Source: an optimization exercise on an open RTL-to-GDS flow (aim: small area). Production flows keep margins and buffers that such runs may drop.
Where RTL was checked, it was by simulation tests only, not by an equivalence proof against the original.
The RTL of runs 1 to 3 was laid out without a check of its function.
No activity file was given, so power comes from the tool's default toggle rates.

==> flow/design.v <==
module FIFO #(parameter WIDTH=16,DEPTH=32)(
            input clk,rst,
            input [WIDTH-1:0]data_in,
            input wr,rd,
            output reg[WIDTH-1:0]data_out,
            output empty,
            output reg full
            );
localparam AW=$clog2(DEPTH);
reg [AW-1:0] nidx;
wire [AW-1:0] idx = ~nidx;
reg nempty;
assign empty = !nempty;
reg [WIDTH-1:0] mem[DEPTH-1:0];
wire do_wr = wr & !full & !(rd & empty);
wire do_rd = rd & nempty & !(wr & full);
reg [WIDTH-1:0] rdata;
integer k;
always @* begin
  rdata = {WIDTH{1'b0}};
  for (k = 0; k < DEPTH; k = k + 1)
    rdata = rdata | (mem[k] & {WIDTH{idx == k}});
end
always @(posedge clk)
  if (do_wr) begin
    mem[0] <= data_in;
    for (k = 1; k < DEPTH; k = k + 1)
      mem[k] <= mem[k-1];
  end
always @(posedge clk or negedge rst)
begin
  if (!rst) begin
    data_out <= 0;
    nidx <= {AW{1'b0}};
    nempty <= 1'b0;
    full <= 1'b0;
  end else begin
    if (do_rd)
      data_out <= rdata;
    if (do_wr & !do_rd) begin
      nidx <= nidx - 1'b1;
      nempty <= 1'b1;
      full <= (idx == DEPTH-2);
    end else if (do_rd & !do_wr) begin
      nidx <= nidx + 1'b1;
      full <= 1'b0;
      nempty <= (idx != 0);
    end
  end
end
endmodule
==> flow/flow/run.sh <==
#!/bin/bash
# Standard ORFS flow (the standard.sh) with:
#  - an area-oriented ABC script in synthesis (flow/synth.tcl, flow/area.abc)
#  - CTS with larger sink clusters of clkbuf_8 and no dummy loads
#  - port buffers made with buf_1
D=$(pwd)
export MY_ABC_SCRIPT=$D/flow/area.abc
export CTS_ARGS="-sink_clustering_enable -repair_clock_nets -dont_use_dummy_load -buf_list {sky130_fd_sc_hd__clkbuf_8} -sink_clustering_size 16 -sink_clustering_max_diameter 60"
export BUFFER_PORTS_ARGS="-buffer_cell sky130_fd_sc_hd__buf_1"
bash standard.sh SYNTH_SCRIPT=$D/flow/synth.tcl finish > $D/flow.log 2>&1
==> flow/flow/area.abc <==
strash
&get -n
&fraig -x
&put
scorr
dc2
strash
&get -n
&dch -f
&nf -R 1000
&put
==> flow/flow/synth.tcl <==
# The standard flow's synthesis (synth_recipe.tcl) with the ABC script swapped for an
# area-oriented one; everything else, including dfflibmap, is unchanged.
proc synth {args} { yosys synth -nofsm -noshare {*}$args }
proc my_abc_args {a} {
  set i [lsearch -exact $a -script]
  return [lreplace $a [expr {$i+1}] [expr {$i+1}] $::env(MY_ABC_SCRIPT)]
}
set f [open $::env(SCRIPTS_DIR)/synth.tcl r]; set s [read $f]; close $f
set s [string map [list {log_cmd abc {*}$abc_args} {log_cmd abc {*}[my_abc_args $abc_args]}] $s]
set f [open $::env(OBJECTS_DIR)/synth_patched.tcl w]; puts $f $s; close $f
source $::env(OBJECTS_DIR)/synth_patched.tcl
# left out here: clear keep_hierarchy, flatten, clean up, hide names made inside functions, write 1_2_yosys.v
==> flow/standard.sh <==
#!/bin/bash
# synth_recipe.tcl (not shown) runs the flow's synth.tcl, then flattens the netlist and writes it again
# the make line also repeats each setting of config.mk as NAME=value (left out here)
make -C /OpenROAD-flow-scripts/flow DESIGN_CONFIG=/design/flow/config.mk WORK_HOME=/design/flow/orfs CLKGATE_MAP_FILE= SYNTH_SCRIPT=/design/flow/synth_recipe.tcl "${@:-finish}"
==> flow/config.mk <==
export PLATFORM = sky130hd
export DESIGN_NAME = FIFO
export DESIGN_NICKNAME = FIFO
export VERILOG_FILES = /design/flow/design.v
export SDC_FILE = /design/flow/constraint.sdc
export NUM_CORES = 4
export LEC_CHECK = 0
export CAP_MARGIN = 20
export CORE_MARGIN = 2
export CORE_UTILIZATION = 40
export SLEW_MARGIN = 20
==> flow/constraint.sdc <==
create_clock -name core_clock -period 5.0 [get_ports {clk}]
set_input_delay 1.0000 -clock core_clock [delete_from_list [all_inputs] [get_ports {clk}]]
set_output_delay 1.0000 -clock core_clock [all_outputs]
set_load 0.01 [all_outputs]
==> summary.txt, run 1 <==
- Post-Synth Adder-Cell Area: 0.373%
- Gr usage total: 20.9%
- Kind of critical path: flip-flop to flip-flop
- Share of post-route cells with drive strength above 1: 10.4%
- Post-synthesis mux area share: 0%
- Post-DR vias/cell: 6.40
- Max IR drop VDD: roughly 0.27 mV
- Post-cts sizing count: 0
- FP Rows: 79
- Crit path buffers/inverters: 2
- CTS tree: done
- Post-DP HPWL: 29300 um
- Crit. End Element: flip-flop
- Skew-Pair Late Insertion Delay: 600 ps
- Top cell family by delay on the critical path: simple AND/OR/NAND/NOR gates
- Worst Hold Class: flip-flop to flip-flop
- Final slew viol count: 0
- Main combinational cell family by area after synthesis: compound AO/OA/AOI/OAI gates
- WL/cell: 30.7 um
- Core ar.: 46500 um^2
- RePlAce Congestion: ~0.8
- Unrepaired setup endpoints after global routing: no
- Main synth FF type: edfxtp_1
- Hold depth: 0
- Element type at the critical path start: flip-flop
- Final hold vios: 0
- Setup violations, final: 0
- Cells after synthesis: 922
- Largest net degree at the start of global routing: 160
- Synthesis-stage register bit count: between 500 and 600
- Die Span X: between 200 and 250 um
- Flop2flop setup slack: 1950 ps
- Worst EP required: 5530 ps
- Syn_area_per_cell: around 20 um^2
- Cells on worst reg2reg path: 10
- Crit-path max cell delay: 870 ps
- First-pass GRT wire length: 72200 um
- Synth Cell Area: 18800 um^2
- Slew at the pin closest to its max-slew limit: 1130 ps
- Yosys cell types: 31
- Final ANT Viol Nets: 0
- Syn_nets: 947
- Async SR Flop Fraction: 4.30%
- Top achievable clock speed: 328 MHz
- Final Skew: 37.8 ps
- Setup TNS: 0 ps
- Final Power: 11200 uW
- Initial antenna violation count: 1
- Final net count: between 1000 and 1500
- Max Cap Viol: 0
- EDFF count, synth: roughly 510
- Relative slew slack: 24.1%
- Reg-to-Reg End: data_out[12]
- Die Area: 48800 um^2
- Clock sinks: around 540
- PortBufs: 37
- Remaining Overflow, GRT: 0
- Static Leak: about 0.0066 uW
- Post-Synth Simple-Gate Area: about 4.2%
- Synth Area in Compound Gates: ~10%
- Fill cell count: slightly above 4000
- Crit path time final: 3050 ps
- Worst endpoint data arrival time: ~3600 ps
- Initial core utilization: between 40% and 50%
- Die H: 221 um
- First-pass DRT Iterations: 9
- Status: timing/DRC/antenna clean
- Pwr/cell area: between 500 and 600 nW/um^2
- CP max FO: 10
- Xor and xnor fraction of the mapped netlist area: 0.186%
- Hold_buf cts: 0
- Worst-path clk slew: 100 ps
- Max H-tree Level: 2
- Tcrit/Tclk final: between 60% and 70%
- Hold EP: mem[7][4]
- CTS buffer count: 41
- IO Pins: 38
- Synth-to-Final Area Change: 10.4%
- Clock root cell: clkbuf_8
- Critical-path top delay cell: and3_1
- Vias in the first global route: 10300
- Ant. Diodes: 0
- Reg-to-reg startpoint: nidx[0]
- Clock Path Buffers: 3
- Vias: 10600
- Register area share after synthesis: between 80% and 90%
- # Post-CTS Setup Buffers: 0
- Critical-path cell list: clkinv_1, nor2_1, and3_1, buf_4, a22oi_1, nand2_1, a221oi_1, nand3_1, nor4_1, a31oi_1
- DRC violations left: 0
- Initial DRC count: 2133
- Hold_sp: mem[6][4]
- Final WL: 50700 um
- YS warnings: 2
## registers in the layout, indices dropped and copies added, names as in the netlist
| register | count |
|---|---|
| mem | 512 |
| nidx | 5 |
| nempty | 1 |
| full | 1 |
| data_out | 16 |
## power by group
group	internal (uW)	leakage [uW]	total, uW	switching [uW]
clock network	739	0.000295	2080	1340
logic	621	0.00118	2080	1450
registers	6380	0.00513	7050	671
total	7740	0.00660	11200	3470
## worst max path at each step
stage / start / end / cells after the start
6_report: nidx[0] / data_out[12] / 10
5_1_grt: wr / nidx[4] / 14
4_1_cts: nidx[4] / data_out[7] / 6
3_5_place_dp: wr / nidx[4] / 14
3_3_place_gp: wr / nidx[4] / 14
2_1_floorplan: wr / nidx[4] / 11
## synth_stat cells, drive strengths merged, types with 2 or more instances
cell | number | area share, %
ha | 4 | 0.27
a21oi | 10 | 0.27
nor2 | 19 | 0.38
a31oi | 6 | 0.20
nand2b | 3 | 0.10
and2 | 3 | 0.10
a22o | 5 | 0.23
and3 | 17 | 0.57
xor2 | 3 | 0.14
o22a | 6 | 0.28
o21ai | 4 | 0.11
a211oi | 2 | 0.080
clkinv | 7 | 0.14
edfxtp | 512 | 82
a221oi | 15 | 0.70
a222oi | 126 | 6.7
nand3 | 8 | 0.21
a41oi | 2 | 0.093
dfrtp | 23 | 3.1
or4b | 2 | 0.11
nor3 | 13 | 0.35
nand2 | 46 | 0.92
nand4 | 27 | 0.90
nor2b | 5 | 0.17
nor4 | 12 | 0.40
a22oi | 37 | 1.5
## area by class of cell
cell class	instances	area (um^2)	area share, %
Sequential cell	535	16000	76.8
Timing Repair Buffer	81	495	2.39
Inverter	7	41.3	0.199
Multi-Input combinational cell	380	2950	14.2
Clock buffer	41	564	2.72
Tap cell	607	759	3.66
## metrics by stage
step                hold WS (ps)  setup WS [ps]  area [um^2]  util (%)  instances
floorplan                    425         -11370        18800         -        922
global placement             428           1400        20200      43.5       1610
detailed placement           432           1370        20200      43.5       1610
CTS                          431           1940        20800      44.7       1651
global route                 435           1780        20800      44.7       1651
finish                       423           1950        20800      44.7       1651
## cell usage in the layout, fill, tap and decap left out, types with 18 or more instances in the layout
cell | synthesis | final
a222oi_1 | 126 | 126
nor2_1 | 19 | 18
nand2_1 | 46 | 46
buf_4 | 0 | 42
clkbuf_8 | 0 | 41
edfxtp_1 | 512 | 512
dfrtp_1 | 23 | 22
buf_1 | 0 | 36
nand4_1 | 27 | 27
a22oi_1 | 37 | 37
## metal layers
| layer | track usage [%] | part of all wire [%] | vias to the layer above |
|---|---|---|---|
| met5 | 0 | 0.026 | - |
| met4 | 6.98 | 3.3 | 2 |
| met3 | 5.80 | 12 | 105 |
| met2 | 31.3 | 45 | 709 |
| met1 | 29.6 | 39 | 5416 |
| li1 | - | - | 4336 |
## cells by family (layout without fill, tap and decap cells)
group / count (synthesis) / after routing
flops: 535 / 535
compound gates: 215 / 215
simple gates: 156 / 156
buf+inv: 7 / 129
fa+ha+maj: 5 / 5
xor+xnor: 4 / 4
==> run 2: changes to the inputs <==
--- a/flow/design.v
+++ b/flow/design.v
@@ -18,7 +18,7 @@
 integer k;
 always @* begin
-  rdata = {WIDTH{1'b0}};
+  rdata = data_out & {WIDTH{!do_rd}};
   for (k = 0; k < DEPTH; k = k + 1)
-    rdata = rdata | (mem[k] & {WIDTH{idx == k}});
+    rdata = rdata | (mem[k] & {WIDTH{do_rd && idx == k}});
 end
 always @(posedge clk)
@@ -36,6 +36,5 @@
     full <= 1'b0;
   end else begin
-    if (do_rd)
-      data_out <= rdata;
+    data_out <= rdata;
     if (do_wr & !do_rd) begin
       nidx <= nidx - 1'b1;
==> flow/flow/run.sh (replaced) <==
#!/bin/bash
# Standard ORFS flow (the standard.sh) with:
#  - an area-oriented ABC script in synthesis (flow/synth.tcl, flow/area.abc)
#  - CTS with larger sink clusters of clkbuf_4 and no dummy loads
#  - port buffers made with buf_1
D=$(pwd)
export MY_ABC_SCRIPT=$D/flow/area.abc
export CTS_ARGS="-sink_clustering_enable -repair_clock_nets -dont_use_dummy_load -buf_list {sky130_fd_sc_hd__clkbuf_4} -sink_clustering_size 10 -sink_clustering_max_diameter 40"
export BUFFER_PORTS_ARGS="-buffer_cell sky130_fd_sc_hd__buf_1"
bash standard.sh SYNTH_SCRIPT=$D/flow/synth.tcl finish > $D/flow.log 2>&1
==> summary.txt, run 2 <==
- Status: timing/DRC/antenna clean
- DRC violations left: 0 (unchanged)
- Skew-Pair Late Insertion Delay: 780 ps (+180 ps)
- Largest net degree at the start of global routing: 198 (+24%)
- Worst EP required: 5680 ps (+150 ps)
- Area contributors post-synth: edfxtp_1, a222oi_1, a22oi_1
- Tcrit/Tclk final: 62.7% (+1.7 points)
- Sequential Power Share: 64.5% (+1.6 points)
- Synth Cell Area: 18700 um^2 (-0.30%)
- Final ANT Viol Nets: 0 (unchanged)
- Synth-to-Final Area Change: 11.1%
- Unrepaired setup endpoints after global routing: no
- Setup TNS: 0 ps (unchanged)
- Vias: 10700 (+1.3%)
- Final Skew: 72.5 ps (+34.7 ps)
- Flop2flop setup slack: 1870 ps (-80 ps)
- Clock Path Buffers: 3 (unchanged)
- Max IR drop VDD: 0.213 mV (-22%)
- Die Span X: 220 um (-0.14%)
- Initial DRC count: 2276 (+6.7%)
- Cell with the most instances after synthesis: edfxtp_1
- Die H: 220 um (-0.14%)
- Final Power: 9490 uW (-15%)
- Crit path from: full
- Post-DR vias/cell: 6.37 (-0.54%)
- Final core utilization: 44.9% (+0.23 points)
- Worst-path clk slew: 100 ps (about the same)
- First-pass GRT wire length: 72000 um (-0.34%)
- IO Pins: 38 (unchanged)
- Sw Share: 28.1% (-2.8 points)
- Element type at the critical path start: flip-flop
- Max H-tree Level: 3 (+1)
- Crit path time final: 3130 ps (+84.4 ps)
- Most frequent cells in the layout: edfxtp_1, a222oi_1, clkbuf_4
- Int Pwr: 6820 uW (-12%)
- Logic gate share of total power: 13.4% (-5.1 points)
- Kind of critical path: flip-flop to flip-flop
- Post-cts sizing count: 0 (unchanged)
- Commonest non-fill, non-tap cell in the layout: edfxtp_1
- Core ar.: 46400 um^2 (-0.21%)
- Setup violations, final: 0 (unchanged)
- Top achievable clock speed: 319 MHz (-2.7%)
- Vias in the first global route: 10500 (+2.1%)
- Clock Power Share: 22.1% (+3.5 points)
- Reg-to-Reg End: data_out[3]
- Syn_area_per_cell: 20.6 um^2 (+1.0%)
- Post-DP HPWL: 28300 um (-3.1%)
- Clock sinks: 535 (unchanged)
- Die Area: 48600 um^2 (-0.29%)
- CTS buffer count: 78 (+90%)
- Syn_nets: 935 (-1.3%)
- Cells on worst reg2reg path: 8 (-2)
- Max reg flops: 512 (unchanged)
- Fill cell count: 3965 (-2.1%)
- Top post-synthesis cells by count: edfxtp_1, a222oi_1, a22oi_1
- Async SR Flop Fraction: 4.30% (unchanged)
- Post-synth top area share: 82.0% (+0.25 points)
- Initial antenna violation count: 2 (+1)
- RePlAce Congestion: 0.817 (+2.6%)
- Share of post-route cells with drive strength above 1: 15.2% (+4.8 points)
- EDFF count, synth: 512 (unchanged)
- Hold_sp: data_in[2]
- Worst setup path end: data_out[3]
- Register area share after synthesis: 85.1% (+0.25 points)
- Gr usage total: 20.7% (-0.24 points)
- Reg-to-reg startpoint: full
- Remaining Overflow, GRT: 0 (unchanged)
- YS warnings: 2 (unchanged)
- Crit. End Element: flip-flop
- Final slew viol count: 0 (unchanged)
- Cell taking the most area after synthesis: edfxtp_1
- Final hold vios: 0 (unchanged)
- Worst endpoint data arrival time: 3810 ps (+230 ps)
- WL/cell: 29.5 um (-3.9%)
- Top reg by flops: mem
- Final WL: 49600 um (-2.1%)
- Slew at the pin closest to its max-slew limit: 1190 ps (+59.2 ps)
- Clock root cell: clkbuf_4
- Relative slew slack: 20.6% (-3.5 points)
- CP max FO: 11 (+1)
- Final hold slack: 386 ps (-37.2 ps)
- Max Cap Viol: 0 (unchanged)
- Yosys cell types: 30 (-3.2%)
- Main synth FF type: edfxtp_1
- PortBufs: 37 (unchanged)
- Initial core utilization: 40.4% (about the same)
- NetSw: 2670 uW (-23%)
- Largest registers: mem (512), data_out (16), nidx (5)
- Synthesis-stage register bit count: 535 (unchanged)
- First-pass DRT Iterations: 9 (unchanged)
- Worst Hold Class: input port to flip-flop
- Pwr/cell area: 456 nW/um^2 (-16%)
- FP Rows: 79 (unchanged)
- Final net count: 1098 (+2.5%)
- CTS tree: done
- # Post-CTS Setup Buffers: 0 (unchanged)
- Placed cells: 1600 (-0.62%)
- Static Leak: 0.00675 uW (+2.2%)
- Final Non-Filler Cells: 1681 (+1.8%)
- Hold_buf cts: 0 (unchanged)
- Cells after synthesis: 910 (-1.3%)
## run 2: cell types whose count changed in the layout (fill, tap and decap cells not counted), moves of 17 or more
cell,previous run,this run
clkbuf_4,0,78
nand3_1,8,29
nand2_1,46,26
a22oi_1,37,77
and3_1,17,0
clkbuf_8,41,0
a222oi_1,126,98
## run 2: logic make-up (layout without fill, tap and decap cells)
group | count (synthesis) | after routing | synth area share [%]
AO/OA/AOI/OAI | 229 | 229 | 10.6
flip-flops | 535 | 535 | 85.1
adder cells (fa/ha/maj) | 5 | 5 | 0.374
AND/OR/NAND/NOR | 132 | 132 | 3.66
buffers and inverters | 5 | 166 | 0.100
XOR/XNOR | 4 | 4 | 0.187
other | 0 | 3 | 0
## run 2: area by class of cell
class / count / area (um^2) / area share [%]
timing repair buffer: 83 / 510 / 2.45
inverter: 5 / 33.8 / 0.162
multi-input combinational: 370 / 2970 / 14.3
sequential: 535 / 16000 / 76.6
clock buffer: 78 / 586 / 2.81
tap: 607 / 759 / 3.65
antenna: 3 / 7.51 / 0.0361
## run 2: routing by layer
metal / share of wire (%) / up-vias / global-route usage, %
li1: - / 4403 / -
met1: 41 / 5502 / 30.9
met2: 44 / 700 / 30.1
met3: 12 / 97 / 4.98
met4: 2.5 / 0 / 6.11
met5: 0 / - / 0
## run 2: how the worst min path moves through the flow
stage	cells past startpoint	end	slack, ps
2_1_floorplan	0	mem[11][7]	430
3_3_place_gp	0	mem[14][5]	430
3_5_place_dp	0	mem[27][12]	430
4_1_cts	1	mem[0][2]	330
5_1_grt	1	mem[0][2]	340
6_report	1	mem[0][2]	390
## run 2: power groups by stage
stage	Clock [uW]	Combinational, uW	Sequential [uW]
2_1_floorplan	0	723	6190
3_3_place_gp	0	1240	6180
3_5_place_dp	0	1270	6200
5_1_grt	2350	1380	6180
4_1_cts	2180	1270	6110
6_report	2100	1270	6120
## run 2: critical path, cell delays in order, from the launching register on
cell      delay [ps]
dfrtp_1          440
nand2_1          120
nand4_1          560
nor4_2          1100
buf_4            430
a222oi_1         160
nand4_1          120
a211oi_1          50
nand4_1          110
## run 2: through the flow
step                setup slack (ps)  instance area (um^2)
global route                    1690                 20800
finish                          1870                 20800
CTS                             1920                 20800
floorplan                     -11310                 18800
detailed placement              1180                 20200
global placement                1110                 20200
==> run 3: changes to the inputs <==
--- a/flow/config.mk
+++ b/flow/config.mk
@@ -8,4 +8,4 @@
 export CAP_MARGIN = 20
 export CORE_MARGIN = 2
-export CORE_UTILIZATION = 40
+export CORE_UTILIZATION = 60
 export SLEW_MARGIN = 20
==> summary.txt, run 3 <==
- Status: timing/DRC/antenna clean
- YS warnings: 2 (unchanged)
- Multi-input gate area: 2960 um^2 (-0.29%)
- Hold_buf cts: 0 (unchanged)
- Syn_nets: 935 (unchanged)
- Cell taking the most area after synthesis: edfxtp_1
- Worst EP required: 5540 ps (-140 ps)
- Max Cap Viol: 0 (unchanged)
- Clock sinks: 535 (unchanged)
- Slew at the pin closest to its max-slew limit: 1170 ps (-23.6 ps)
- # Post-CTS Setup Buffers: 0 (unchanged)
- Synthesis-stage register bit count: 535 (unchanged)
- Final core utilization: 66.9% (+22 points)
- Remaining Overflow, GRT: 0 (unchanged)
- RePlAce Congestion: 0.848 (+3.8%)
- Most frequent CP cell: or3_1
- Initial antenna violation count: 1 (-1)
- Skew-Pair Late Insertion Delay: 720 ps (-60 ps)
- Gr usage total: 30.5% (+9.9 points)
- Main synth FF type: edfxtp_1
- Synth Cell Area: 18700 um^2 (unchanged)
- Setup WS pre-CTS: 1390 ps (+213 ps)
- EDFF count, synth: 512 (unchanged)
- CTS buffer count: 66 (-15%)
- Crit. End Element: flip-flop
- Die Span X: 181 um (-18%)
- Top reg by flops: mem
- Fill cell count: 2058 (-48%)
- Commonest non-fill, non-tap cell in the layout: edfxtp_1
- Die H: 181 um (-18%)
- Register Area: 16000 um^2 (unchanged)
- Core ar.: 30700 um^2 (-34%)
- Vias: 10800 (+0.75%)
- IO Pins: 38 (unchanged)
- Async SR Flop Fraction: 4.30% (unchanged)
- Synth-to-Final Area Change: 9.43%
- Worst endpoint data arrival time: 3840 ps (+30 ps)
- Final slew viol count: 0 (unchanged)
- Yosys cell types: 30 (unchanged)
- Critical-path top delay cell: dfrtp_1
- CP max FO: 12 (+1)
- Initial core utilization: 61.1% (+21 points)
- Static Leak: 0.00673 uW (-0.21%)
- Relative slew slack: 22.1% (+1.6 points)
- Syn_area_per_cell: 20.6 um^2 (unchanged)
- Kind of critical path: flip-flop to flip-flop
- Vias in the first global route: 10800 (+2.3%)
- Crit path time final: 3300 ps (+162 ps)
- Final ANT Viol Nets: 0 (unchanged)
- Clock Path Buffers: 3 (unchanged)
- DRC violations left: 0 (unchanged)
- Crit-path max cell delay: 730 ps (-370 ps)
- Max IR drop VDD: 0.220 mV (+3.3%)
- Setup violations, final: 0 (unchanged)
- Clock root cell: clkbuf_4
- Final WL: 49700 um (about the same)
- Unrepaired setup endpoints after global routing: no
- Top achievable clock speed: 303 MHz (-4.9%)
- Top post-synthesis cells by count: edfxtp_1, a222oi_1, a22oi_1
- Cells after synthesis: 910 (unchanged)
- Max H-tree Level: 3 (unchanged)
- Element type at the critical path start: flip-flop
- First-pass DRT Iterations: 8 (-1)
- Largest registers: mem (512), data_out (16), nidx (5)
- Die Area: 32700 um^2 (-33%)
- Initial DRC count: 2195 (-3.6%)
- Share of post-route cells with drive strength above 1: 14.9% (-0.32 points)
- Cell with the most instances after synthesis: edfxtp_1
- FP Rows: 64 (-19%)
- Final WS setup: 1700 ps (-162 ps)
- WL/cell: 33.9 um (+15%)
- Post-synth top area share: 82.0% (unchanged)
- Final net count: 1094 (-0.36%)
- Final hold vios: 0 (unchanged)
- Area contributors post-synth: edfxtp_1, a222oi_1, a22oi_1
- Tcrit/Tclk final: 65.9% (+3.2 points)
- PortBufs: 37 (unchanged)
- Max reg flops: 512 (unchanged)
- CTS tree: done
- Worst Hold Class: flip-flop to flip-flop
- Critical-path cell list: clkinv_1, nand2_1, or3_1, nor2_2, buf_4, a221o_1, a221oi_1, nand4_1, or3_1
- Post-DR vias/cell: 7.36 (+16%)
- Final hold slack: 401 ps (+14.6 ps)
- Worst-path clk slew: 110 ps (about the same)
- Largest net degree at the start of global routing: 206 (+4.0%)
- Register area share after synthesis: 85.1% (unchanged)
- Post-DP HPWL: 28600 um (+1.0%)
- Most frequent cells in the layout: edfxtp_1, a222oi_1, a22oi_1
- Post-cts sizing count: 0 (unchanged)
- First-pass GRT wire length: 71800 um (-0.32%)
- Pwr/cell area: 455 nW/um^2 (-0.16%)
- Final Skew: 60.6 ps (-11.9 ps)
-- run 3: cell count changes in the layout (fill, tap and decap cells not counted), sizes merged --
cell    change
diode       -2
buf         +8
clkbuf     -12
-- run 3: per-stage QoR --
step | instance area (um^2) | TNS, ps | std cells | total power [uW]
CTS | 20500 | 0 | 1463 | 9360
floorplan | 18800 | -4864660 | 910 | 6920
finish | 20500 | 0 | 1464 | 9340
global route | 20500 | 0 | 1464 | 9710
global placement | 20000 | 0 | 1397 | 7400
detailed placement | 20000 | 0 | 1397 | 7470
-- run 3: layout make-up --
class / instances / area share (%)
timing repair buffer: 91 / 2.78
tap: 396 / 2.42
inverter: 5 / 0.165
antenna: 1 / 0.0122
clock buffer: 66 / 2.42
multi-input combinational: 370 / 14.4
sequential: 535 / 77.8
-- run 3: final timing paths --
path                              from      endpoint  slack (ps)  cells after the start
min reg2reg                mem[16][12]   mem[17][12]         400                      0
min                        mem[16][12]   mem[17][12]         400                      0
min in group asynchronous          rst  data_out[14]         470                      1
max reg2reg                    nidx[1]   data_out[6]        1700                      9
max in group asynchronous          rst   data_out[6]        3840                      1
max                            nidx[1]   data_out[6]        1700                      9
-- run 3: per-layer routing --
layer | track usage (%) | wire, um
met1 | 43.7 | 18600
met2 | 44.5 | 22200
met3 | 10.6 | 7070
met4 | 10.5 | 1830
met5 | 0 | 0
-- run 3: logic make-up (layout without fill, tap and decap cells) --
| logic type | after synthesis | in the layout | share of synthesized area [%] |
|---|---|---|---|
| xor gates and xnor gates | 4 | 4 | 0.187 |
| other | 0 | 1 | 0 |
| AOI/OAI and AO/OA | 229 | 229 | 10.6 |
| adders and majority gates | 5 | 5 | 0.374 |
| and+or+nand+nor | 132 | 132 | 3.66 |
| DFF | 535 | 535 | 85.1 |
| buffers and inverters | 5 | 162 | 0.100 |
-- run 3: worst max-delay path, delay by kind of cell (launching register included) --
family | cells | cell delay, ps
and+or+nand+nor | 5 | 1300
buffers and inverters | 2 | 510
DFF | 1 | 730
AOI/OAI and AO/OA | 2 | 570
-- run 3: power breakdown --
part           internal, uW  switching [uW]  total (uW)
Clock                   612            1310        1920
Sequential             5680             426        6100
Combinational           426             887        1310
Total                  6720            2620        9340
==> run 4: changes to the inputs <==
==> flow/design.v (replaced) <==
module FIFO #(parameter WIDTH=16,DEPTH=32)(
            input clk,rst,
            input [WIDTH-1:0]data_in,
            input wr,rd,
            output reg[WIDTH-1:0]data_out,
            output reg empty,
            output reg full
            );
localparam AW=$clog2(DEPTH);
reg [AW-1:0] idx;
reg [WIDTH-1:0] mem[DEPTH-1:0];
wire do_wr = wr & !full & !(rd & empty);
wire do_rd = rd & !empty & !(wr & full);
reg [WIDTH-1:0] rdata;
integer k;
always @* begin
  rdata = {WIDTH{1'b0}};
  for (k = 0; k < DEPTH; k = k + 1)
    rdata = rdata | (mem[k] & {WIDTH{idx == k}});
end
always @(posedge clk)
  if (do_wr) begin
    mem[0] <= data_in;
    for (k = 1; k < DEPTH; k = k + 1)
      mem[k] <= mem[k-1];
  end
always @(posedge clk or negedge rst)
begin
  if (!rst) begin
    data_out <= 0;
    idx <= {AW{1'b1}};
    empty <= 1'b1;
    full <= 1'b0;
  end else begin
    if (do_rd)
      data_out <= rdata;
    if (do_wr & !do_rd) begin
      idx <= idx + 1'b1;
      empty <= 1'b0;
      full <= (idx == DEPTH-2);
    end else if (do_rd & !do_wr) begin
      idx <= idx - 1'b1;
      full <= 1'b0;
      empty <= (idx == 0);
    end
  end
end
endmodule
==> flow/flow/run.sh (replaced) <==
#!/bin/bash
# Standard ORFS flow (the standard.sh) with:
#  - an area-oriented ABC script in synthesis (flow/synth.tcl, flow/area.abc)
#  - CTS with larger sink clusters of clkbuf_8 and no dummy loads
#  - port buffers made with buf_1
D=$(pwd)
export MY_ABC_SCRIPT=$D/flow/area.abc
export CTS_ARGS="-sink_clustering_enable -repair_clock_nets -dont_use_dummy_load -buf_list {sky130_fd_sc_hd__clkbuf_8} -sink_clustering_size 20 -sink_clustering_max_diameter 50"
export BUFFER_PORTS_ARGS="-buffer_cell sky130_fd_sc_hd__buf_1"
bash standard.sh SYNTH_SCRIPT=$D/flow/synth.tcl finish > $D/flow.log 2>&1
--- a/flow/config.mk
+++ b/flow/config.mk
@@ -8,4 +8,4 @@
 export CAP_MARGIN = 20
 export CORE_MARGIN = 2
-export CORE_UTILIZATION = 60
+export CORE_UTILIZATION = 50
 export SLEW_MARGIN = 20
==> summary.txt, run 4 <==
- Status: timing/DRC/antenna clean
- Top post-synthesis cells by count: edfxtp_1, a222oi_1, nand2_1
- Flop2flop setup slack: 1500 ps (-200 ps)
- Main synth FF type: edfxtp_1
- Register area share after synthesis: 84.7% (-0.37 points)
- Cells on worst reg2reg path: 8 (-1)
- Vias: 10700 (-1.1%)
- Clock Power Share: 21.6% (+1.1 points)
- Vias in the first global route: 10300 (-3.9%)
- Top reg by flops: mem
- # Post-CTS Setup Buffers: 0 (unchanged)
- Slew at the pin closest to its max-slew limit: 1220 ps (+51.4 ps)
- Register Area: 16000 um^2 (about the same)
- Setup TNS: 0 ps (unchanged)
- Hold_sp: mem[28][14]
- Most frequent cells in the layout: edfxtp_1, a222oi_1, clkbuf_8
- YS warnings: 2 (unchanged)
- NetSw: 2900 uW (+11%)
- Largest registers: mem (512), data_out (16), idx (5)
- Fill cell count: 2904 (+41%)
- CTS tree: done
- DRC violations left: 0 (unchanged)
- First-pass GRT wire length: 72100 um (+0.45%)
- Skew-Pair Late Insertion Delay: 610 ps (-110 ps)
- Cell taking the most area after synthesis: edfxtp_1
- Synth-to-Final Area Change: 9.55%
- PortBufs: 37 (unchanged)
- CTS buffer count: 47 (-29%)
- Element type at the critical path start: flip-flop
- Final WL: 50300 um (+1.4%)
- Max H-tree Level: 2 (-1)
- Gr usage total: 26.1% (-4.4 points)
- Final hold vios: 0 (unchanged)
- Unrepaired setup endpoints after global routing: no
- Sw Share: 28.8% (+0.75 points)
- Synthesis-stage register bit count: 535 (unchanged)
- Async SR Flop Fraction: 4.30% (unchanged)
- Top achievable clock speed: 286 MHz (-5.8%)
- Pwr/cell area: 488 nW/um^2 (+7.3%)
- Post-synth top area share: 81.6% (-0.39 points)
- Clock root cell: clkbuf_8
- Post-cts sizing count: 0 (unchanged)
- Remaining Overflow, GRT: 0 (unchanged)
- Final Power: 10100 uW (+7.9%)
- Crit path time final: 3500 ps (+202 ps)
- Worst Hold Class: flip-flop to flip-flop
- WL/cell: 32.3 um (-4.7%)
- Clock sinks: 535 (unchanged)
- Max Cap Viol: 0 (unchanged)
- Logic gate share of total power: 16.8% (+2.7 points)
- Final net count: 1076 (-1.6%)
- Final hold slack: 398 ps (-2.45 ps)
- Hold_buf cts: 0 (unchanged)
- Syn_area_per_cell: 20.3 um^2 (-1.7%)
- Kind of critical path: flip-flop to flip-flop
- RePlAce Congestion: 0.825 (-2.7%)
- Commonest non-fill, non-tap cell in the layout: edfxtp_1
- Final ANT Viol Nets: 0 (unchanged)
- Worst EP required: 5520 ps (-20 ps)
- Relative slew slack: 18.7% (-3.4 points)
- Ant. Diodes: 0 (-1)
- Reg-to-reg startpoint: idx[4]
- Post-DP HPWL: 28500 um (-0.49%)
- Initial core utilization: 50.4% (-11 points)
- Reg-to-Reg End: data_out[8]
- Die Span X: 198 um (+9.6%)
- Final Skew: 52.4 ps (-8.16 ps)
- Placed cell area: 20000 um^2 (-0.27%)
- Final instance area: 20600 um^2 (+0.60%)
- First-pass DRT Iterations: 6 (-2)
- IO Pins: 38 (unchanged)
- Tcrit/Tclk final: 70.0% (+4.0 points)
- Initial antenna violation count: 0 (-1)
- Cells after synthesis: 930 (+2.2%)
- Static Leak: 0.00670 uW (-0.51%)
- Int Pwr: 7170 uW (+6.8%)
- Yosys cell types: 29 (-3.3%)
- Multi-input gate area: 2950 um^2 (-0.59%)
- Sequential Power Share: 61.6% (-3.8 points)
- Largest net degree at the start of global routing: 207 (+0.49%)
- Core ar.: 37400 um^2 (+22%)
- Syn_nets: 958 (+2.5%)
- Die Area: 39200 um^2 (+20%)
- Clock Path Buffers: 3 (unchanged)
- Worst endpoint data arrival time: 4020 ps (+180 ps)
- EDFF count, synth: 512 (unchanged)
- Die H: 198 um (+9.6%)
- Synth Cell Area: 18800 um^2 (+0.48%)
- Max IR drop VDD: 0.231 mV (+5.3%)
- Final slew viol count: 0 (unchanged)
- Max reg flops: 512 (unchanged)
- Cell with the most instances after synthesis: edfxtp_1
- FP Rows: 71 (+11%)
- Setup violations, final: 0 (unchanged)
- Hold EP: mem[29][14]
- CP max FO: 19 (+7)
- Worst-path clk slew: 120 ps (about the same)
- Share of post-route cells with drive strength above 1: 10.0% (-4.9 points)
- Post-DR vias/cell: 6.85 (-7.0%)
- Crit. End Element: flip-flop
- Initial DRC count: 2108 (-4.0%)
- Area contributors post-synth: edfxtp_1, a222oi_1, dfrtp_1
- Hold depth: 0 (unchanged)
-- run 4: cell types whose count changed in the layout (fill, tap and decap cells not counted), moves of 12 or more --
cell and change:
a221oi_1 +14, nor3_2 -17, a22o_1 +16, and3_1 +20, nand3_1 -18, a22oi_1 -39, nor2_1 +20, buf_4 -23
clkbuf_4 -66, nand2_1 +12, clkbuf_8 +47
-- run 4: logic make-up after synthesis --
logic type / Yosys count / synth area share (%)
flops: 535 / 84.7
compound gates: 217 / 10.3
simple gates: 162 / 4.21
fa+ha+maj: 8 / 0.531
buf+inv: 5 / 0.0997
xor+xnor: 3 / 0.140
-- run 4: worst max path at each step --
stage          startpoint           to  slack [ps]  cells after the start
2_1_floorplan          rd       idx[2]       -5180                      7
3_3_place_gp       idx[4]  data_out[8]        1600                      8
3_5_place_dp       idx[4]  data_out[8]        1530                      8
4_1_cts            idx[4]  data_out[8]        1570                      8
5_1_grt            idx[4]  data_out[8]        1360                      8
6_report           idx[4]  data_out[8]        1500                      8
-- run 4: area by class of cell --
cell class	instances	share of cell area [%]
sequential	535	77.3
multi-input combinational	390	14.3
clock buffer	47	3.14
tap	511	3.10
timing repair buffer	69	2.06
inverter	5	0.0910
-- run 4: worst max-delay path: stages (launching register included) --
cell      delay [ps]
dfstp_2          770
clkinv_1         630
and3_1           610
buf_4            280
a22o_1           230
a221oi_1         240
and4_1           220
nand4_1           90
o32a_1           310
-- run 4: power groups by stage --
stage	Clock (uW)	Sequential [uW]	Combinational (uW)
after detailed placement	0	6290	1670
after CTS	2240	6200	1670
final	2180	6210	1690
after global routing	2380	6280	1810
after global placement	0	6280	1650
after floorplan	0	6250	945
-- run 4: layer usage --
| layer | share of wire [%] | GRT usage [%] |
|---|---|---|
| met1 | 41 | 39.3 |
| met2 | 45 | 39.1 |
| met3 | 10 | 4.29 |
| met4 | 3.5 | 9.11 |
| met5 | 0 | 0 |
-- run 4: through the flow --
stage,utilization (%),setup WS (ps),std cells
6_report,55.2,1500,1557
5_1_grt,55.2,1360,1557
4_1_cts,55.1,1570,1556
3_5_place_dp,53.4,1530,1509
3_3_place_gp,53.4,1600,1509
2_1_floorplan,-,-5180,930
==> run 5: changes to the inputs <==
==> flow/flow/run.sh (replaced) <==
#!/bin/bash
# Standard ORFS flow (the standard.sh) with:
#  - an area-oriented ABC script in synthesis (flow/synth.tcl, flow/area.abc)
#  - CTS with larger sink clusters of clkbuf_8 and no dummy loads
#  - port buffers made with buf_1
D=$(pwd)
export MY_ABC_SCRIPT=$D/flow/area.abc
export CTS_ARGS="-sink_clustering_enable -repair_clock_nets -dont_use_dummy_load -buf_list {sky130_fd_sc_hd__clkbuf_8} -root_buf sky130_fd_sc_hd__clkbuf_4 -sink_clustering_size 16 -sink_clustering_max_diameter 60"
export BUFFER_PORTS_ARGS="-buffer_cell sky130_fd_sc_hd__buf_1"
bash standard.sh SYNTH_SCRIPT=$D/flow/synth.tcl finish > $D/flow.log 2>&1
--- a/flow/config.mk
+++ b/flow/config.mk
@@ -8,4 +8,4 @@
 export CAP_MARGIN = 20
 export CORE_MARGIN = 2
-export CORE_UTILIZATION = 50
+export CORE_UTILIZATION = 60
 export SLEW_MARGIN = 20
==> summary.txt, run 5 <==
- Initial antenna violation count: 2 (+2)
- # Post-CTS Setup Buffers: 0 (unchanged)
- Worst Hold Class: input port to flip-flop
- Share of post-route cells with drive strength above 1: 9.35% (-0.68 points)
- CP max FO: 19 (unchanged)
- Max reg flops: 512 (unchanged)
- Vias in the first global route: 10500 (+1.1%)
- Die Area: 32800 um^2 (-16%)
- Hold_sp: data_in[0]
- Crit. End Element: flip-flop
- Element type at the critical path start: flip-flop
- Tcrit/Tclk final: 70.1% (+0.12 points)
- Placed cell area: 19900 um^2 (-0.54%)
- First-pass GRT wire length: 71700 um (-0.51%)
- Fill cell count: 2081 (-28%)
- Reg-to-reg startpoint: idx[4]
- Hold_buf cts: 0 (unchanged)
- Max IR drop VDD: 0.258 mV (+12%)
- DRC violations left: 0 (unchanged)
- Crit path buffers/inverters: 2 (unchanged)
- Status: timing/DRC/antenna clean
- Syn_nets: 958 (unchanged)
- CTS buffer count: 39 (-17%)
- Final hold slack: 438 ps (+39.7 ps)
- Critical-path cell list: clkinv_1, and3_1, buf_4, a222oi_1, nand4_1, nor3_1, nor2_1
- Crit-path max cell delay: 800 ps (+30 ps)
- Worst EP required: 5570 ps (+50 ps)
- Clock root cell: clkbuf_4
- Worst-path clk slew: 110 ps (about the same)
- PortBufs: 37 (unchanged)
- Async SR Flop Fraction: 4.30% (unchanged)
- Die Span X: 181 um (-8.5%)
- WL/cell: 35.3 um (+9.3%)
- Skew-Pair Late Insertion Delay: 710 ps (+100 ps)
- Synth Cell Area: 18800 um^2 (unchanged)
- Clock Path Buffers: 3 (unchanged)
- Crit path time final: 3500 ps (+5.82 ps)
- Synthesis-stage register bit count: 535 (unchanged)
- Clock sinks: 535 (unchanged)
- RePlAce Congestion: 0.885 (+7.3%)
- Final slew viol count: 0 (unchanged)
- Final instance area: 20400 um^2 (-1.3%)
- Final Skew: 37.7 ps (-14.8 ps)
- Register area share after synthesis: 84.7% (unchanged)
- Unrepaired setup endpoints after global routing: no
- YS warnings: 2 (unchanged)
- Main synth FF type: edfxtp_1
- Final net count: 1067 (-0.84%)
- IO Pins: 38 (unchanged)
- Post-cts sizing count: 0 (unchanged)
- Static Leak: 0.00663 uW (-1.1%)
- Max H-tree Level: 2 (unchanged)
- Post-DR vias/cell: 7.52 (+9.8%)
- Final hold vios: 0 (unchanged)
- Cell with the most instances after synthesis: edfxtp_1
- Gr usage total: 30.9% (+4.8 points)
- Cells after synthesis: 930 (unchanged)
- Remaining Overflow, GRT: 0 (unchanged)
- First-pass DRT Iterations: 8 (+2)
- Crit path from: idx[4]
- Initial DRC count: 2247 (+6.6%)
- Relative slew slack: 26.0% (+7.3 points)
- Final WL: 50700 um (+0.66%)
- Final Non-Filler Cells: 1434 (-7.9%)
- Core ar.: 30700 um^2 (-18%)
- Initial core utilization: 61.3% (+11 points)
- Area contributors post-synth: edfxtp_1, a222oi_1, dfrtp_1
- Final ANT Viol Nets: 0 (unchanged)
- Max Cap Viol: 0 (unchanged)
- Placed cells: 1394 (-7.6%)
- Post-DP HPWL: 28900 um (+1.3%)
- Kind of critical path: flip-flop to flip-flop
- CTS tree: done
- Setup violations, final: 0 (unchanged)
- Slew at the pin closest to its max-slew limit: 1110 ps (-111 ps)
- Synth-to-Final Area Change: 8.10%
- Yosys cell types: 29 (unchanged)
- FP Rows: 64 (-9.9%)
- Top post-synthesis cells by count: edfxtp_1, a222oi_1, nand2_1
- Worst endpoint data arrival time: 4070 ps (+50 ps)
- Pwr/cell area: 484 nW/um^2 (-0.80%)
- Syn_area_per_cell: 20.3 um^2 (unchanged)
- Top achievable clock speed: 285 MHz (-0.17%)
- Commonest non-fill, non-tap cell in the layout: edfxtp_1
- EDFF count, synth: 512 (unchanged)
- Top cell family by delay on the critical path: simple AND/OR/NAND/NOR gates
- Die H: 181 um (-8.5%)
- Largest net degree at the start of global routing: 152 (-27%)
- Critical-path top delay cell: dfstp_2
- Post-synth top area share: 81.6% (unchanged)
- Most frequent cells in the layout: edfxtp_1, a222oi_1, a22oi_1, nand2_1
- Cell taking the most area after synthesis: edfxtp_1
- Top reg by flops: mem
- Vias: 10800 (+1.1%)
- Largest registers: mem (512), data_out (16), idx (5)
## run 5: report_power, final
group / total [uW] / leakage, uW / internal (uW) / switching (uW)
Combinational: 1720 / 0.00110 / 547 / 1170
Sequential: 6210 / 0.00526 / 5780 / 423
Clock: 1940 / 0.000267 / 651 / 1290
Total: 9860 / 0.00663 / 6980 / 2880
## run 5: cell type report
cell class              instances  area [um^2]  area share (%)
clock buffers                  39          505            2.48
well taps                     396          495            2.43
flip-flops and latches        535        16000            78.4
diodes                          1         2.50          0.0123
repair buffers                 68          423            2.08
inverters                       5         18.8          0.0922
multi-input cells             390         2960            14.5
## run 5: metal layers
| layer | GRT usage, % | share of wire (%) |
|---|---|---|
| met5 | 0 | 0 |
| met4 | 11.0 | 4.1 |
| met3 | 7.80 | 13 |
| met2 | 46.6 | 46 |
| met1 | 44.6 | 37 |
## run 5: cell families (layout without fill, tap and decap cells)
kind of cell | count (synthesis) | after routing | synth area share, %
adder cells (fa/ha/maj) | 8 | 8 | 0.531
flip-flops | 535 | 535 | 84.7
XOR/XNOR | 3 | 3 | 0.140
AND/OR/NAND/NOR | 162 | 162 | 4.21
other | 0 | 1 | 0
AO/OA/AOI/OAI | 217 | 217 | 10.3
buffers and inverters | 5 | 112 | 0.0997
## run 5: worst paths after layout
path	depth (start not counted)	slack, ps	end
max	7	1500	data_out[12]
min	1	440	mem[0][0]
max reg2reg	7	1500	data_out[12]
min reg2reg	0	440	mem[10][6]
max in group asynchronous	1	3880	data_out[4]
min in group asynchronous	1	450	data_out[0]
## run 5: stage by stage
step	worst slack [ps]	power, uW	setup TNS (ps)	util [%]
2_1_floorplan	-5180	7190	-2128130	-
3_3_place_gp	1760	7910	0	64.6
3_5_place_dp	1630	7970	0	64.6
4_1_cts	1600	9850	0	66.2
5_1_grt	1370	10200	0	66.2
6_report	1500	9860	0	66.2
==> run 6: changes to the inputs <==
--- a/flow/design.v
+++ b/flow/design.v
@@ -12,11 +12,23 @@
 wire do_wr = wr & !full & !(rd & empty);
 wire do_rd = rd & !empty & !(wr & full);
-reg [WIDTH-1:0] rdata;
+reg [DEPTH:0] sel;
 integer k;
 always @* begin
-  rdata = {WIDTH{1'b0}};
   for (k = 0; k < DEPTH; k = k + 1)
-    rdata = rdata | (mem[k] & {WIDTH{idx == k}});
+    sel[k] = do_rd & (idx == k);
+  sel[DEPTH] = !do_rd;
 end
+wire [WIDTH-1:0] dnext;
+genvar b, e;
+generate
+  for (b = 0; b < WIDTH; b = b + 1) begin : rdmux
+    wire [DEPTH:0] col;
+    for (e = 0; e < DEPTH; e = e + 1) begin : c
+      assign col[e] = mem[e][b];
+    end
+    assign col[DEPTH] = data_out[b];
+    FIFO_aoi33 u (.d(col), .s(sel), .y(dnext[b]));
+  end
+endgenerate
 always @(posedge clk)
   if (do_wr) begin
@@ -33,6 +45,5 @@
     full <= 1'b0;
   end else begin
-    if (do_rd)
-      data_out <= rdata;
+    data_out <= dnext;
     if (do_wr & !do_rd) begin
       idx <= idx + 1'b1;
@@ -47,2 +58,5 @@
 end
 endmodule
+module FIFO_aoi33 (input [32:0] d, input [32:0] s, output y);
+  assign y = |(d & s);
+endmodule
==> flow/flow/run.sh (replaced) <==
#!/bin/bash
# Standard ORFS flow (the standard.sh) with:
#  - synthesis through flow/synth.tcl: an area-oriented ABC script
#    (flow/area.abc) and a hand-mapped read mux (flow/rdmux_cells.v)
#  - CTS with larger sink clusters of clkbuf_8 and no dummy loads
#  - port buffers made with buf_1
# ORFS writes each step's full log under orfs/logs; make's output goes to flow.log.
D=$(pwd)
export MY_ABC_SCRIPT=$D/flow/area.abc
export MY_OVERLAY=$D/flow/rdmux_cells.v
export CTS_ARGS="-sink_clustering_enable -repair_clock_nets -dont_use_dummy_load -buf_list {sky130_fd_sc_hd__clkbuf_8} -root_buf sky130_fd_sc_hd__clkbuf_4 -sink_clustering_size 16 -sink_clustering_max_diameter 60"
export BUFFER_PORTS_ARGS="-buffer_cell sky130_fd_sc_hd__buf_1"
bash standard.sh SYNTH_SCRIPT=$D/flow/synth.tcl finish > $D/flow.log 2>&1
==> flow/flow/rdmux_cells.v (new file) <==
// Hand-mapped FIFO_aoi33 (y = |(d & s)) for sky130hd: 11 a222oi, then a
// NAND/OR tree. Replaces the RTL's behavioural module during synthesis.
module FIFO_aoi33 (input [32:0] d, input [32:0] s, output y);
  wire [10:0] t;
  wire n0, n1, n2;
  genvar i;
  generate
    for (i = 0; i < 11; i = i + 1) begin : g
      sky130_fd_sc_hd__a222oi_1 a (.A1(d[3*i]), .A2(s[3*i]), .B1(d[3*i+1]), .B2(s[3*i+1]),
                                   .C1(d[3*i+2]), .C2(s[3*i+2]), .Y(t[i]));
    end
  endgenerate
  sky130_fd_sc_hd__nand4_1 c0 (.A(t[0]), .B(t[1]), .C(t[2]), .D(t[3]), .Y(n0));
  sky130_fd_sc_hd__nand4_1 c1 (.A(t[4]), .B(t[5]), .C(t[6]), .D(t[7]), .Y(n1));
  sky130_fd_sc_hd__nand3_1 c2 (.A(t[8]), .B(t[9]), .C(t[10]), .Y(n2));
  sky130_fd_sc_hd__or3_1 c3 (.A(n0), .B(n1), .C(n2), .X(y));
endmodule
==> flow/flow/synth.tcl (replaced) <==
# The standard flow's synthesis (synth_recipe.tcl) with two changes:
#  - the ABC script is swapped for an area-oriented one (flow/area.abc)
#  - the read-mux module FIFO_aoi33 is replaced, right after the design is
#    read, by a hand-mapped version of the same function (flow/rdmux_cells.v)
# Everything else, including dfflibmap, flattening and renaming, is unchanged.
proc synth {args} { yosys synth -nofsm -noshare {*}$args }
proc my_abc_args {a} {
  set i [lsearch -exact $a -script]
  return [lreplace $a [expr {$i+1}] [expr {$i+1}] $::env(MY_ABC_SCRIPT)]
}
set f [open $::env(SCRIPTS_DIR)/synth.tcl r]; set s [read $f]; close $f
set s [string map [list {log_cmd abc {*}$abc_args} {log_cmd abc {*}[my_abc_args $abc_args]}] $s]
set rc {read_checkpoint $::env(RESULTS_DIR)/1_1_yosys_canonicalize.rtlil}
if {[string first $rc $s] < 0} { error "synth.tcl: checkpoint line not found" }
set s [string map [list $rc "$rc\nread_verilog -overwrite $::env(MY_OVERLAY)"] $s]
set f [open $::env(OBJECTS_DIR)/synth_patched.tcl w]; puts $f $s; close $f
source $::env(OBJECTS_DIR)/synth_patched.tcl
# left out here: clear keep_hierarchy, flatten, clean up, hide names made inside functions, write 1_2_yosys.v
==> summary.txt, run 6 <==
- Status: timing/DRC/antenna clean
- CP max FO: 16 (-3)
- EDFF count, synth: 512 (unchanged)
- Met3 Routed Length: 3950 um (-40%)
- Register area share after synthesis: 85.8% (+1.1 points)
- Worst endpoint data arrival time: 3870 ps (-200 ps)
- Most frequent cells in the layout: edfxtp_1, a222oi_1, buf_1
- Crit path time final: 3230 ps (-276 ps)
- Syn_nets: 898 (-6.3%)
- YS warnings: 2 (unchanged)
- Post-DR vias/cell: 7.30 (-2.9%)
- Pwr/cell area: 461 nW/um^2 (-4.9%)
- Skew-Pair Late Insertion Delay: 700 ps (about the same)
- RePlAce Congestion: 0.797 (-9.9%)
- Async SR Flop Fraction: 4.30% (unchanged)
- Post-cts sizing count: 0 (unchanged)
- Synth-to-Final Area Change: 7.81%
- Final slew viol count: 0 (unchanged)
- Vias in the first global route: 9534 (-8.8%)
- Top routing layer in use: met5
- Slew at the pin closest to its max-slew limit: 1200 ps (+93.9 ps)
- Initial DRC count: 2008 (-11%)
- Setup TNS: 0 ps (unchanged)
- First-pass GRT wire length: 58900 um (-18%)
- Synthesis-stage register bit count: 535 (unchanged)
- Cells after synthesis: 870 (-6.5%)
- Final net count: 993 (-6.9%)
- Crit path from: full
- CTS buffer count: 40 (+2.6%)
- Register Area: 16000 um^2 (unchanged)
- Setup violations, final: 0 (unchanged)
- Core ar.: 30600 um^2 (-0.52%)
- Final hold vios: 0 (unchanged)
- Largest registers: mem (512), data_out (16), idx (5)
- Largest net degree at the start of global routing: 162 (+6.6%)
- Relative slew slack: 19.7% (-6.3 points)
- First-pass DRT Iterations: 9 (+1)
- Final Skew: 61.7 ps (+24.0 ps)
- Clock Path Buffers: 3 (unchanged)
- Worst-path clk slew: 100 ps (about the same)
- Die Area: 32400 um^2 (-1.3%)
- Final Power: 9230 uW (-6.4%)
- Cell with the most instances after synthesis: edfxtp_1
- Cell taking the most area after synthesis: edfxtp_1
- Top achievable clock speed: 310 MHz (+8.6%)
- Worst setup path end: data_out[0]
- Fill cell count: 2043 (-1.8%)
- Syn_area_per_cell: 21.4 um^2 (+5.5%)
- IO Pins: 38 (unchanged)
- Clock sinks: 535 (unchanged)
- Final WL: 39500 um (-22%)
- Synth Cell Area: 18600 um^2 (-1.3%)
- Yosys cell types: 23 (-21%)
- Gr usage total: 24.0% (-6.9 points)
- Max reg flops: 512 (unchanged)
- Cells on worst reg2reg path: 8 (+1)
- WL/cell: 29.1 um (-18%)
- PortBufs: 37 (unchanged)
- Flop2flop setup slack: 1770 ps (+280 ps)
- Tcrit/Tclk final: 64.6% (-5.5 points)
- Area contributors post-synth: edfxtp_1, a222oi_1, dfrtp_1
- Commonest non-fill, non-tap cell in the layout: edfxtp_1
- Reg-to-reg startpoint: full
- Post-synth top area share: 82.7% (+1.1 points)
- Worst EP required: 5640 ps (+70 ps)
- Max IR drop VDD: 0.227 mV (-12%)
- Die H: 180 um (-0.64%)
- Worst Hold Class: input port to asynchronous set/reset pin
- Multi-input gate area: 2730 um^2 (-7.6%)
- # Post-CTS Setup Buffers: 0 (unchanged)
- Unrepaired setup endpoints after global routing: no
- CTS tree: done
- Die Span X: 180 um (-0.64%)
- Post-DP HPWL: 22700 um (-21%)
- Remaining Overflow, GRT: 0 (unchanged)
- Crit. End Element: flip-flop
- Static Leak: 0.00647 uW (-2.4%)
- Top post-synthesis cells by count: edfxtp_1, a222oi_1, nor2_1
- Met2 WL: 18600 um (-20%)
- DRC violations left: 0 (unchanged)
- Initial antenna violation count: 3 (+1)
- Reg-to-Reg End: data_out[0]
- Element type at the critical path start: flip-flop
- Hold_buf cts: 0 (unchanged)
- Share of post-route cells with drive strength above 1: 9.66% (+0.30 points)
- DRT met1 WL: 16200 um (-15%)
- Max Cap Viol: 0 (unchanged)
- Clock root cell: clkbuf_4
- Top reg by flops: mem
- Max H-tree Level: 2 (unchanged)
- Final ANT Viol Nets: 0 (unchanged)
- FP Rows: 64 (unchanged)
- Main synth FF type: edfxtp_1
- Vias: 9932 (-7.9%)
- Kind of critical path: flip-flop to flip-flop
- Initial core utilization: 60.8% (-0.48 points)
[run 6: cell count changes after synthesis, sizes merged, moves of 4 or more]
| cell | before | now |
|---|---|---|
| nor3 | 12 | 0 |
| nand2 | 40 | 22 |
| and3 | 20 | 1 |
| nand3 | 11 | 19 |
| a22oi | 38 | 0 |
| or3 | 0 | 16 |
| a222oi | 96 | 176 |
| a22o | 24 | 0 |
| nor2 | 38 | 34 |
| a221oi | 36 | 0 |
| a221o | 4 | 0 |
[run 6: worst min path at each step]
stage                    start           end  slack (ps)  cells past startpoint
finish                     rst  data_out[15]         310                      2
floorplan            mem[9][0]    mem[10][0]         430                      0
CTS                        rst  data_out[13]         280                      2
global route               rst   data_out[8]         340                      2
global placement    mem[9][15]   mem[10][15]         430                      0
detailed placement  mem[23][3]    mem[24][3]         430                      0
[run 6: cell families (layout without fill, tap and decap cells)]
kind of cell	after synthesis	in the layout	share of synthesized area, %
AOI/OAI and AO/OA	186	186	9.79
DFF	535	535	85.8
other	0	1	0
and+or+nand+nor	132	132	3.57
adders and majority gates	8	8	0.538
xor gates and xnor gates	3	3	0.141
buffers and inverters	6	99	0.121
[run 6: per-stage QoR]
step / cell area [um^2] / setup slack (ps) / std cells / utilization [%] / hold slack, ps
4_1_cts: 20000 / 1840 / 1358 / 65.4 / 284
3_3_place_gp: 19500 / 1280 / 1317 / 63.6 / 427
3_5_place_dp: 19500 / 1160 / 1318 / 63.7 / 432
5_1_grt: 20000 / 1640 / 1360 / 65.5 / 338
6_report: 20000 / 1770 / 1360 / 65.5 / 315
2_1_floorplan: 18600 / -5390 / 870 / - / 425
[run 6: per-layer routing]
metal | global-route usage, % | vias to the layer above
met4 | 5.87 | 2
met3 | 4.16 | 59
met2 | 37.2 | 643
met1 | 36.1 | 5083
li1 | - | 4145
met5 | 2.22 | -
[run 6: area by class of cell]
type                       count  share of cell area (%)
tap                          396                    2.47
inverter                       6                   0.119
antenna                        1                  0.0125
sequential                   535                    79.6
multi-input combinational    329                    13.6
timing repair buffer          53                    1.55
clock buffer                  40                    2.59
[run 6: worst max-delay path: stages, from the launching register on]
cell,delay (ps)
dfrtp_1,440
nand2_1,80
nand2_1,50
nor2_1,220
nand2_1,600
nor2_2,1140
a222oi_1,310
nand3_1,230
or3_1,130
[run 6: report_power, final]
group | internal [uW] | switching, uW
logic | 381 | 823
registers | 5730 | 371
clock network | 668 | 1260

## re-timing with driven ports
How much do the figures lean on ideal ports? The routed layouts below were timed once more, with nothing changed but the port constraints. Step 1 assumes that a clkbuf_16 drives the clock port and a buf_2 every other input. Step 2 times the ports against the registers' clock, not the clock port: input delays grow and output delays shrink by t, the midpoint of the rising clock arrivals with the driver on. Slacks: ideal ports / drivers / drivers and shift; pairs: ideal ports / drivers.
| run | t (ns) | setup WS [ns] | pins driven straight from the clock port |
|---|---|---|---|
| run 1 | 0.635 | 1.950 / 1.950 / 1.387 | 1 |
| run 2 | 0.789 | 1.866 / 1.866 / 1.108 | 1 |
| run 3 | 0.736 | 1.704 / 1.704 / 1.318 | 1 |
| run 4 | 0.645 | 1.502 / 1.502 / 1.502 | 1 |
| run 5 | 0.744 | 1.496 / 1.496 / 1.496 | 1 |
| run 6 | 0.719 | 1.772 / 1.772 / 1.077 | 1 |
After both steps every run listed still meets setup and hold. The setup slack of run 2, which loses most, moves by 0.000 ns with the drivers and by -0.758 ns with both steps.
